What follows belongs to an exercise in optimizing a design on an open flow for small area; a production flow would make more cautious choices. Function was checked by simulation only, so behaviour that the tests miss may differ from the original.

== the reference run ==
==> flow/design.v <==
module ws2812_top(input clk, input reset, input spi_valid, input spi_data, output reg led);
	localparam D = 24;           
	localparam NL = 63;          
	localparam QD = 23;          
	reg [4:0] ph;
	always @(posedge clk)
		if (reset || ph == D-1) ph <= 0;
		else ph <= ph + 1'b1;
	reg [9:0] writeCount;
	reg spiFinished;
	reg pend;                    
	reg ledRealFinished;
	reg justSwitched;
	wire swcond = ledRealFinished & spiFinished & ~pend;
	wire accept = spi_valid & (~spiFinished | pend);
	wire wcLast = (writeCount == 10'd767);
	always @(posedge clk) begin
		if (reset) begin
			writeCount <= 0;
			spiFinished <= 0;
			pend <= 0;
		end else begin
			if (spi_valid) begin
				if (wcLast) begin
					if (pend) begin
						writeCount <= 1;
						spiFinished <= 0;
					end else
						spiFinished <= 1;
				end else begin
					writeCount <= writeCount + 1'b1;
					spiFinished <= 0;
				end
			end
			if (swcond)
				pend <= 1;
			else if (spi_valid & ~wcLast)
				pend <= 0;
		end
	end
	reg [QD-1:0] q;
	reg [4:0] qc;
	reg [4:0] cs;
	reg [5:0] cl;
	wire atc = (ph == cs);
	wire qne = (qc != 0);
	wire commit = atc & (qne | accept);
	wire shin = accept & ~(atc & ~qne);
	wire pop = atc & qne;
	wire cdata = qne ? q[qc-1'b1] : spi_data;
	always @(posedge clk)
		if (shin) q <= {q[QD-2:0], spi_data};
	always @(posedge clk) begin
		if (reset) begin
			qc <= 0;
			cs <= 0;
			cl <= 0;
		end else begin
			if (shin & ~pop) qc <= qc + 1'b1;
			else if (pop & ~shin) qc <= qc - 1'b1;
			if (commit) begin
				if (cs == D-1) begin
					cs <= 0;
					cl <= (cl == NL-1) ? 6'd0 : cl + 1'b1;
				end else
					cs <= cs + 1'b1;
			end
		end
	end
	reg [NL-1:0] ring [0:D-1];
	wire [NL-1:0] tap = ring[D-1];
	integer i;
	always @(posedge clk) begin
		for (i = D-1; i > 0; i = i - 1)
			ring[i] <= ring[i-1];
	end
	genvar g;
	generate for (g = 0; g < NL; g = g + 1) begin : lane
		always @(posedge clk)
			ring[0][g] <= (commit && cl == g) ? cdata : tap[g];
	end endgenerate
	reg running;
	reg resCounting;
	reg [4:0] count;
	reg [10:0] resCounter;
	wire finish = (resCounter == 11'h7FF);
	reg [4:0] rs;
	reg [5:0] rl;
	reg [4:0] rk;
	reg got;
	reg d;
	wire atr = (ph == rs);
	wire fetch = atr & (~running | ~got);
	wire use8 = running & (count == 8);
	wire lastBit = (rs == 0) & (rk == 0);
	always @(posedge clk)
		if (fetch) d <= tap[rl];
	always @(posedge clk) begin
		if (reset) begin
			rs <= 0;
			rl <= 0;
			rk <= 0;
			got <= 0;
		end else begin
			if (use8) begin
				got <= 0;
				if (rs == D-1) begin
					rs <= 0;
					rk <= rk + 1'b1;
					rl <= (rl == NL-1) ? 6'd0 : rl + 1'b1;
				end else
					rs <= rs + 1'b1;
			end else if (fetch)
				got <= 1;
		end
	end
	always @(posedge clk) begin
		if (reset || ~running)
			count <= 0;
		else if (count != 24)
			count <= count + 1'b1;
		else
			count <= 0;
	end
	always @(posedge clk) begin
		if (reset) begin
			running <= 0;
			resCounting <= 0;
		end else begin
			if (~running & justSwitched)
				running <= 1;
			else if (running) begin
				if (lastBit && count == 24) begin
					running <= 0;
					resCounting <= 1;
				end
			end else if (resCounting && finish)
				resCounting <= 0;
		end
	end
	always @(posedge clk) begin
		if (reset || ~running)
			led <= 0;
		else if (count == 0)
			led <= 1;
		else if ((count == 8 && ~d) || count == 16)
			led <= 0;
	end
	always @(posedge clk) begin
		if (reset || ~resCounting)
			resCounter <= 0;
		else
			resCounter <= resCounter + 1'b1;
	end
	always @(posedge clk) begin
		if (reset) begin
			ledRealFinished <= 1;
			justSwitched <= 0;
		end else begin
			if (finish)
				ledRealFinished <= 1;
			else if (justSwitched)
				ledRealFinished <= 0;
			justSwitched <= swcond;
		end
	end
endmodule
clock: 48.9 ns
lec_check: 0
cap_margin: 20
core_margin: 2
core_utilization: 45
place_density: 0.6
slew_margin: 20
run.sh (not shown) runs the stock make flow with config.mk's settings and CLKGATE_MAP_FILE= SYNTH_SCRIPT=/design/flow/synth_recipe.tcl, a recipe that flattens the netlist after the stock synthesis.
The reference run completed every stage of the flow, and the final layout passed the timing, DRC and antenna checks.
diff inputs: the reference run => the trial run
# the reference run
export LEC_CHECK = 0
export CAP_MARGIN = 20
export CORE_MARGIN = 2
export CORE_UTILIZATION = 45
export PLACE_DENSITY = 0.6
export SLEW_MARGIN = 20
create_clock -name core_clock -period 48.9 [get_ports {clk}]
# the trial run
export LEC_CHECK = 0
export ABC_AREA = 1
export CAP_MARGIN = 20
export CORE_MARGIN = 2
export CORE_UTILIZATION = 60
export CTS_BUF_LIST = sky130_fd_sc_hd__clkbuf_8
export CTS_CLUSTER_SIZE = 30
export PLACE_DENSITY = 0.75
export SLEW_MARGIN = 20
create_clock -name core_clock -period 48.9 [get_ports {clk}]
### Flow results
The final reports for the trial run and the reference run show pin count of the biggest net entering global routing higher in the former.
Wire length on met3 went up by a little under 10% going from the reference run to the trial run.
Of the two candidates, the reference run has the better cell area after technology mapping and the trial run the worse one.
Core utilization: higher on the trial run
Summary of the trial run over the reference run: peak per-stage delay on the critical path went up, post-detailed-route DRC marker count ~0 delta.
Comparing the trial run and the reference run, the lower global-route wire length before repair was measured on the reference run.
Number of rows created at floorplan sits lower in the trial run than in the reference run.

[what the ideal ports hide]
Ports are ideal in the flow. The routed layouts listed here were re-timed in OpenROAD. Step 1: set_driving_cell puts a clkbuf_16 on clk and a buf_2 on each other input, an assumption about the parent block. Step 2 also shifts input and output timing later by t, the mid clock arrival at the registers, as if the neighbouring blocks saw the same clock. a / b / c = ideal ports / drivers / drivers and shift; a / b = the first two.
| run | t (ns) | setup slack, ns | worst setup path after step 2 | worst register clock-pin slew, ns |
|---|---|---|---|---|
| the reference run | 0.764 | 37.520 / 37.461 / 36.837 | input to register | 0.07 / 0.07 |
| the trial run | 0.861 | 37.165 / 37.200 / 36.339 | input to register | 0.08 / 0.08 |
After both steps setup and hold are still met in every run listed. The setup slack of the trial run, which loses most, moves by +0.035 ns with the drivers and by -0.826 ns with both steps.
